This design comes from an exercise in tuning for small area and a short achievable clock period on the open sky130 flow, not from production work. Only simulation tests tie the RTL to the original design; equivalence was not proved. Power and IR drop assume default switching activity.

Design counters, start of the top module:
module counters(
input wire sysclk,
input wire foo_card,
input wire wfoo0_baz,
input wire wfoo0_blrb,
input wire wfoo0_zz1pb,
input wire [31:0] wfoo0_turn,
input wire debct_baz,
input wire debct_blrb,
input wire debct_zz1pb,
input wire debct_bar,
input wire [31:0] debct_turn,
input wire Z0_bar,
input wire Z0_baz,
input wire Z0_blrb,
input wire Z0_zz1pb,
input wire [31:0] Z0_turn,
input wire Y1_bar,
input wire Y1_baz,
input wire Y1_blrb,
input wire Y1_zz1pb,
input wire [31:0] Y1_turn,
input wire X2_bar,
input wire X2_baz,
input wire X2_blrb,
input wire X2_zz1pb,
input wire [31:0] X2_turn,
input wire W3_bar,
input wire W3_baz,
input wire W3_blrb,
input wire W3_zz1pb,
input wire [31:0] W3_turn,
output wire Z0_cwm,
output wire [31:0] Z0,
output wire Y1_cwm,
output wire [31:0] Y1,
output wire X2_cwm,
output wire [31:0] X2,
output wire W3_cwm,
output wire [31:0] W3,
output reg wfoo0_cwm,
output wire [31:0] wfoo0_llwln,
output wire debct_cwm,
output reg debct_pull,
output wire [31:0] debct,
output wire wdfilecardA2P
);
  wire debct_exp, z0_exp, y1_exp, x2_exp, w3_exp;
  counters_tmr t_debct(.clk(sysclk), .rst(foo_card), .baz(debct_baz), .blrb(debct_blrb),
    .bar(debct_bar), .zz1pb(debct_zz1pb), .turn(debct_turn), .cnt(debct), .cwm(debct_cwm),
    .expire(debct_exp));
  counters_tmr t_Z0(.clk(sysclk), .rst(foo_card), .baz(Z0_baz), .blrb(Z0_blrb),
    .bar(Z0_bar), .zz1pb(Z0_zz1pb), .turn(Z0_turn), .cnt(Z0), .cwm(Z0_cwm),
    .expire(z0_exp));
  counters_tmr t_Y1(.clk(sysclk), .rst(foo_card), .baz(Y1_baz), .blrb(Y1_blrb),
  ...
export LEC_CHECK = 0
export CAP_MARGIN = 20
export CORE_MARGIN = 2
export CORE_UTILIZATION = 40
export SETUP_SLACK_MARGIN = 1.4
export SLEW_MARGIN = 20
create_clock -name core_clock -period 3.3 [get_ports {sysclk}]
standard.sh (not shown) runs the stock make flow with config.mk's settings and CLKGATE_MAP_FILE= SYNTH_SCRIPT=/design/flow/synth_recipe.tcl, a recipe that flattens the netlist after the stock synthesis.
==> flow/flow/run.sh <==
#!/bin/bash
# The standard layout (standard.sh), with these changes:
#  - port buffers use the smallest buffer cell (buf_1) instead of the default choice;
#  - if flow/dont_use.txt exists, it replaces the platform's don't-use list
#    (it repeats the platform's list and adds slow wide OR/NOR cells);
#  - if flow/abc.script exists, synthesis is synth_recipe.tcl unchanged except that
#    Yosys's abc call runs that ABC script (flow/synth.tcl);
#  - if flow/post_gpl.tcl exists, it runs after global placement (sizes output port buffers);
#  - each line of flow/make_args.txt (if it exists) is passed to make as VAR=value.
set -uo pipefail
export BUFFER_PORTS_ARGS="-buffer_cell sky130_fd_sc_hd__buf_1"
args=()
if [[ -s flow/dont_use.txt ]]; then
  args+=("DONT_USE_CELLS=$(tr '\n' ' ' < flow/dont_use.txt)")
fi
if [[ -s flow/abc.script ]]; then
  export MY_ABC_SCRIPT="$PWD/flow/abc.script"
  args+=("SYNTH_SCRIPT=$PWD/flow/synth.tcl")
fi
if [[ -s flow/post_gpl.tcl ]]; then
  export POST_GLOBAL_PLACE_TCL="$PWD/flow/post_gpl.tcl"
fi
if [[ -s flow/make_args.txt ]]; then
  while IFS= read -r line; do
    [[ -n "$line" ]] && args+=("$line")
  done < flow/make_args.txt
fi
printf '%s\n' "${args[@]}" > run_args.log
bash standard.sh "${args[@]}" finish > standard.log 2>&1
==> flow/flow/abc.script <==
&get -n
&st
&dch
&nf -p
&st
&dch
&nf -p
&put
buffer -c
topo
stime -c
upsize -c
dnsize -c
==> flow/flow/make_args.txt <==
CTS_ARGS=-sink_clustering_enable -repair_clock_nets -dont_use_dummy_load -sink_clustering_size 20 -sink_clustering_max_diameter 100 -buf_list {sky130_fd_sc_hd__clkbuf_8 sky130_fd_sc_hd__clkbuf_16}
==> flow/flow/synth.tcl <==
proc synth {args} { yosys synth -nofsm -noshare {*}$args }
if { [info exists ::env(MY_ABC_SCRIPT)] } {
  proc abc {args} {
    set i [lsearch -exact $args -script]
    if { $i >= 0 } { set args [lreplace $args [expr {$i+1}] [expr {$i+1}] $::env(MY_ABC_SCRIPT)] }
    puts "abc override: $args"
    yosys abc {*}$args
  }
}
source $::env(SCRIPTS_DIR)/synth.tcl
# left out here: clear keep_hierarchy, flatten, clean up, hide names made inside functions, write 1_2_yosys.v
Other scripts of this flow, unchanged in this note and not shown: flow/flow/dont_use.txt
The baseline finished clean.
Next try:
SETUP_SLACK_MARGIN = 1.45   (was 1.4)
TNS_END_PERCENT = 0   (was not set)
removed: flow/flow/abc.script
removed: flow/flow/synth.tcl
The new run went through all stages and came out clean.
Final area went up by a few percent.
Worst setup slack gets worse by 0.026 ns.
Routed wire length went up by a few percent.
First-iteration DRC count stays flat.
Global-route usage went down by 0.33 points.
Cell count went up by a few percent.
Clock power went up by a few percent.
Clock-buffer cell count stays the same.
Non-clock buffer count went up by 1.
Die area went up by a few percent.
Next try:
==> flow/flow/abc.script (new file) <==
&get -n
&st
&dch
&nf -p
&put
buffer -c
topo
stime -c
upsize -c
dnsize -c
==> flow/flow/post_gpl.tcl (new file) <==
# After global placement: size the output port buffers up to buf_2.
set n 0
foreach bterm [[ord::get_db_block] getBTerms] {
  if { [$bterm getIoType] != "OUTPUT" } { continue }
  set net [$bterm getNet]
  if { $net == "NULL" } { continue }
  foreach iterm [$net getITerms] {
    if { ![$iterm isOutputSignal] } { continue }
    set inst [$iterm getInst]
    if { [[$inst getMaster] getName] == "sky130_fd_sc_hd__buf_1" } {
      replace_cell [$inst getName] sky130_fd_sc_hd__buf_2
      incr n
    }
  }
}
puts "post_gpl: resized $n output buffers to buf_2"
==> flow/flow/synth.tcl (new file) <==
proc synth {args} { yosys synth -nofsm -noshare {*}$args }
if { [info exists ::env(MY_ABC_SCRIPT)] } {
  proc abc {args} {
    set i [lsearch -exact $args -script]
    if { $i >= 0 } { set args [lreplace $args [expr {$i+1}] [expr {$i+1}] $::env(MY_ABC_SCRIPT)] }
    puts "abc override: $args"
    yosys abc {*}$args
  }
}
source $::env(SCRIPTS_DIR)/synth.tcl
# left out here: clear keep_hierarchy, flatten, clean up, hide names made inside functions, write 1_2_yosys.v
TNS_END_PERCENT = not set   (was 0)
What happened: Count of clock-buffer cells in the layout does not change; wire length came out lower by 4.5%; critical path depth came out lower by 5; synthesized area shrinks by 2.8%; setup slack is better by 0.020 ns; global-route usage hardly moves; cell count came out lower by 1.9%; synthesized cell count drops by 3.4%; flip-flop and latch count stays the same.
Next try:
SETUP_SLACK_MARGIN = 1.35   (was 1.45)
removed: flow/flow/abc.script
removed: flow/flow/post_gpl.tcl
removed: flow/flow/synth.tcl
What happened:
- flip-flop and latch count does not change
- clock-buffer cell count stays the same
- clock power hardly moves
- first-iteration DRC count went up by 13%
- total power went down by 3.2%
- routed wire length rises by 1.5%
Next try:
==> flow/flow/abc.script (new file) <==
&get -n
&st
&dch
&nf -p
&put
buffer -c
topo
stime -c
upsize -c
dnsize -c
==> flow/flow/make_args.txt (replaced) <==
CTS_ARGS=-sink_clustering_enable -repair_clock_nets -dont_use_dummy_load -sink_clustering_size 20 -sink_clustering_max_diameter 100 -buf_list {sky130_fd_sc_hd__clkbuf_8 sky130_fd_sc_hd__clkbuf_16}
MATCH_CELL_FOOTPRINT=0
==> flow/flow/synth.tcl (new file) <==
proc synth {args} { yosys synth -nofsm -noshare {*}$args }
if { [info exists ::env(MY_ABC_SCRIPT)] } {
  proc abc {args} {
    set i [lsearch -exact $args -script]
    if { $i >= 0 } { set args [lreplace $args [expr {$i+1}] [expr {$i+1}] $::env(MY_ABC_SCRIPT)] }
    puts "abc override: $args"
    yosys abc {*}$args
  }
}
source $::env(SCRIPTS_DIR)/synth.tcl
# left out here: clear keep_hierarchy, flatten, clean up, hide names made inside functions, write 1_2_yosys.v
SETUP_SLACK_MARGIN = 1.4   (was 1.35)
Result:
- final area went down by 3.0%
- global-route usage went up by 0.30 points
- maximum frequency went up by 0.64%
- via count went down by 0.41%
- setup slack improves by 0.012 ns
- hold slack degrades by 0.012 ns
- sequential share of layout area went up by 1.1 points
- register-to-register slack improves by 0.04 ns
- routed wire length went down by 3.1%

---

## job 4121
counters again, from the RTL that the note above started with.
==> flow/config.mk <==
export PLATFORM = sky130hd
export DESIGN_NAME = counters
export DESIGN_NICKNAME = counters
export VERILOG_FILES = /design/flow/design.v
export SDC_FILE = /design/flow/constraint.sdc
export NUM_CORES = 4
export LEC_CHECK = 0
export CAP_MARGIN = 20
export CORE_MARGIN = 2
export CORE_UTILIZATION = 40
export SETUP_SLACK_MARGIN = 1.4
export SLEW_MARGIN = 20
==> flow/constraint.sdc <==
create_clock -name core_clock -period 3.3 [get_ports {sysclk}]
set_input_delay 0.6600 -clock core_clock [delete_from_list [all_inputs] [get_ports {sysclk}]]
set_output_delay 0.6600 -clock core_clock [all_outputs]
set_load 0.01 [all_outputs]
==> flow/flow/abc.script <==
&get -n
&st
&dch
&nf -p
&put
buffer -c
topo
stime -c
upsize -c
dnsize -c
==> flow/flow/make_args.txt <==
CTS_ARGS=-sink_clustering_enable -repair_clock_nets -dont_use_dummy_load -sink_clustering_size 16 -sink_clustering_max_diameter 80 -buf_list {sky130_fd_sc_hd__clkbuf_8 sky130_fd_sc_hd__clkbuf_16}
==> flow/flow/synth.tcl <==
proc synth {args} { yosys synth -nofsm -noshare {*}$args }
if { [info exists ::env(MY_ABC_SCRIPT)] } {
  proc abc {args} {
    set i [lsearch -exact $args -script]
    if { $i >= 0 } { set args [lreplace $args [expr {$i+1}] [expr {$i+1}] $::env(MY_ABC_SCRIPT)] }
    puts "abc override: $args"
    yosys abc {*}$args
  }
}
source $::env(SCRIPTS_DIR)/synth.tcl
# left out here: clear keep_hierarchy, flatten, clean up, hide names made inside functions, write 1_2_yosys.v
Scripts as last shown in full above: flow/flow/run.sh
Other scripts of this flow, unchanged in this note and not shown: flow/flow/dont_use.txt
Edits applied to the flow inputs when going from job 4121 to job 586:
==> flow/flow/make_args.txt <==
CTS_ARGS=-sink_clustering_enable -repair_clock_nets -dont_use_dummy_load -sink_clustering_size 20 -sink_clustering_max_diameter 100 -buf_list {sky130_fd_sc_hd__clkbuf_8 sky130_fd_sc_hd__clkbuf_16}
removed: flow/flow/abc.script
removed: flow/flow/synth.tcl
Findings:
Diff job 4121 -> job 586: sequential share of layout area shrank by 1.4 points; switching fraction of total power shrank by 0.19 points; initial antenna violation count shrank by 1. Max-capacitance violation count: job 4121 vs job 586 — no meaningful difference. In job 586 the non-clock inverter total of the final layout turned out 19 higher than in job 4121. On global-route track usage on met3, job 586 tracks job 4121 almost exactly. In the tables for job 586 and job 4121, post-route fraction of the period consumed by the critical path reads lower with job 586. Comparing job 586 and job 4121, the lower final-layout clock buffer total is on job 586. Job 586 gives more cell count than job 4121 did.
Setup changes, job 586 to job 645
- a change of SETUP_SLACK_MARGIN from 1.4 to 1.37
==> flow/flow/abc.script (new file) <==
&get -n
&st
&dch
&nf -p
&put
buffer -c
topo
stime -c
upsize -c
dnsize -c
==> flow/flow/synth.tcl (new file) <==
proc synth {args} { yosys synth -nofsm -noshare {*}$args }
if { [info exists ::env(MY_ABC_SCRIPT)] } {
  proc abc {args} {
    set i [lsearch -exact $args -script]
    if { $i >= 0 } { set args [lreplace $args [expr {$i+1}] [expr {$i+1}] $::env(MY_ABC_SCRIPT)] }
    puts "abc override: $args"
    yosys abc {*}$args
  }
}
source $::env(SCRIPTS_DIR)/synth.tcl
# left out here: clear keep_hierarchy, flatten, clean up, hide names made inside functions, write 1_2_yosys.v
Compared with job 586, job 645 shows a lower clock share of power.
Job 645 vs job 586, instance count: job 645 lower
Wire length per cell after detailed routing shrinks slightly when moving from job 586 to job 645.
Layout inverter count without the clock tree for job 645: 19 down relative to job 586
Total detailed-routing wirelength shrinks by a few percent when moving from job 586 to job 645.
Fraction of final layout cells sized beyond drive strength 1 for job 645: 1.5 points down relative to job 586
Number of buffers added for setup after CTS in job 645 is 6 lower than in job 586
Job 586 → job 645: proportion of cell area spent on the clock network now sits at about the same level, worst setup slack down 0.071 ns.
The flip-flop and latch area of job 586 and that of job 645 are within noise of each other.
The inputs of job 7448 differ from those of job 645 as listed below.
- CORE_UTILIZATION: 40 -> 55
- SETUP_SLACK_MARGIN: 1.37 -> 1.4
Findings:
As of job 7448, non-clock buffer count had risen by a few percent compared to job 645.
Setup WNS job 645 -> job 7448: better
[compare] base=job 645 new=job 7448: final routed wirelength across all metal layers up 2.2%; design area did not really move; worst path buffer plus inverter count went up 1; overall power of the completed layout up about 0.6%; final cell count without fillers decreased 4.3%.
Input-level comparison between job 8342 and job 7448:
- changing CORE_UTILIZATION from 55 to 40
==> flow/flow/abc.script <==
&get -n
&st
&dch
&nf -p
&put
The wire length of job 8342 was inferior to that of job 7448.
Job 8342 against job 7448: number of placement rows went up, final-layout non-clock buffer area share went up.

---

Another version of the RTL of counters (not shown whole).
For scale: ~1300 cells after synthesis, ~210 flip-flops, about 11000 µm² of cells after synthesis.
clock: 3.3 ns
lec_check: 0
cap_margin: 20
core_margin: 2
core_utilization: 40
setup_slack_margin: 1.4
slew_margin: 20
==> flow/flow/run.sh <==
#!/bin/bash
# The standard layout (standard.sh), with these changes:
#  - port buffers use the smallest buffer cell (buf_1) instead of the default choice;
#  - if flow/dont_use.txt exists, it replaces the platform's don't-use list
#    (it repeats the platform's list and adds slow wide OR/NOR cells);
#  - if flow/abc.script exists, synthesis is synth_recipe.tcl unchanged except that
#    Yosys's abc call runs that ABC script (flow/synth.tcl);
#  - each line of flow/make_args.txt (if it exists) is passed to make as VAR=value.
set -uo pipefail
export BUFFER_PORTS_ARGS="-buffer_cell sky130_fd_sc_hd__buf_1"
args=()
if [[ -s flow/dont_use.txt ]]; then
  args+=("DONT_USE_CELLS=$(tr '\n' ' ' < flow/dont_use.txt)")
fi
if [[ -s flow/abc.script ]]; then
  export MY_ABC_SCRIPT="$PWD/flow/abc.script"
  args+=("SYNTH_SCRIPT=$PWD/flow/synth.tcl")
fi
if [[ -s flow/make_args.txt ]]; then
  while IFS= read -r line; do
    [[ -n "$line" ]] && args+=("$line")
  done < flow/make_args.txt
fi
printf '%s\n' "${args[@]}" > run_args.log
bash standard.sh "${args[@]}" finish > standard.log 2>&1
==> flow/flow/abc.script <==
&get -n
&st
&dch
&nf
&put
buffer -c
topo
stime -c
upsize -c
dnsize -c
==> flow/flow/synth.tcl <==
proc synth {args} { yosys synth -nofsm -noshare {*}$args }
if { [info exists ::env(MY_ABC_SCRIPT)] } {
  proc abc {args} {
    set i [lsearch -exact $args -script]
    if { $i >= 0 } { set args [lreplace $args [expr {$i+1}] [expr {$i+1}] $::env(MY_ABC_SCRIPT)] }
    puts "abc override: $args"
    yosys abc {*}$args
  }
}
source $::env(SCRIPTS_DIR)/synth.tcl
# left out here: clear keep_hierarchy, flatten, clean up, hide names made inside functions, write 1_2_yosys.v
Other scripts of this flow, unchanged in this note and not shown: flow/flow/dont_use.txt, flow/flow/make_args.txt
Rerun with:
--- a/flow/flow/run.sh
+++ b/flow/flow/run.sh
@@ -5,4 +5,2 @@
 #    (it repeats the platform's list and adds slow wide OR/NOR cells);
-#  - if flow/abc.script exists, synthesis is synth_recipe.tcl unchanged except that
-#    Yosys's abc call runs that ABC script (flow/synth.tcl);
 #  - each line of flow/make_args.txt (if it exists) is passed to make as VAR=value.
@@ -13,6 +11,2 @@
   args+=("DONT_USE_CELLS=$(tr '\n' ' ' < flow/dont_use.txt)")
-fi
-if [[ -s flow/abc.script ]]; then
-  export MY_ABC_SCRIPT="$PWD/flow/abc.script"
-  args+=("SYNTH_SCRIPT=$PWD/flow/synth.tcl")
 fi
SETUP_SLACK_MARGIN = 1.5   (was 1.4)
removed: flow/flow/abc.script
removed: flow/flow/synth.tcl
Result:
- synthesized cell count increases by a few percent
- global-route usage decreases by 1.3 points
- clock-buffer cell count stays the same
- die area increases by a few percent
Rerun with:
SETUP_SLACK_MARGIN = 1.4   (was 1.5)
Result: The changed run completed without violations. Sequential cell count stays the same. Final cell count shrinks by 3.2%. Wire length shrinks by 8.2%. Final area falls by 11%. Total power decreases by 4.8%. Worst hold slack gains 0.062 ns. Worst setup slack degrades by 0.0095 ns. Global-route usage falls by 1.1 points. Utilization drops by 6.1 points. Via count fell by 5.2%. Clock power barely changes.
Rerun with:
CORE_UTILIZATION = 55   (was 40)
After rerunning: The new run passed the timing, DRC and antenna checks; clock skew rose by 0.0083 ns; non-clock buffer count grows by 15; power barely changes; first-iteration DRC count decreases by 30%; worst setup slack got worse by 0.023 ns; critical path depth came out higher by 1.

==> port drivers added, routing unchanged <==
How much do the figures lean on ideal ports? The routed layouts below were timed once more, with nothing changed but the port constraints. Step 1 assumes that a clkbuf_16 drives the clock port and a buf_2 every other input. Step 2 times the ports against the registers' clock, not the clock port: input delays grow and output delays shrink by t, the midpoint of the rising clock arrivals with the driver on. Three values: no drivers, after step 1, after step 2; two values: the first two.
run	shift t [ns]	setup WS [ns]	worst data-port slew with drivers (ns)
the first run of note 1	0.518	1.463 / 1.416 / 1.097	0.09
the second run of note 1	0.528	1.437 / 1.407 / 1.019	0.09
the third run of note 1	0.523	1.457 / 1.410 / 1.167	0.09
the fourth run of note 1	0.516	1.439 / 1.389 / 0.999	0.09
the fifth run of note 1	0.522	1.451 / 1.401 / 1.148	0.08
job 4121	0.528	1.421 / 1.370 / 1.154	0.08
job 586	0.524	1.472 / 1.422 / 1.042	0.09
job 645	0.520	1.401 / 1.351 / 1.144	0.08
job 7448	0.518	1.430 / 1.407 / 1.130	0.12
job 8342	0.520	1.316 / 1.316 / 1.131	0.09
the first run of note 3	0.516	1.353 / 1.353 / 1.004	0.09
the second run of note 3	0.528	1.438 / 1.388 / 1.019	0.11
the third run of note 3	0.518	1.429 / 1.416 / 1.090	0.10
the fourth run of note 3	0.504	1.406 / 1.383 / 1.053	0.10
After both steps every run listed still meets setup and hold. For the fourth run of note 1, which loses most, drivers alone change the setup slack by -0.050 ns; drivers and shift together by -0.440 ns.
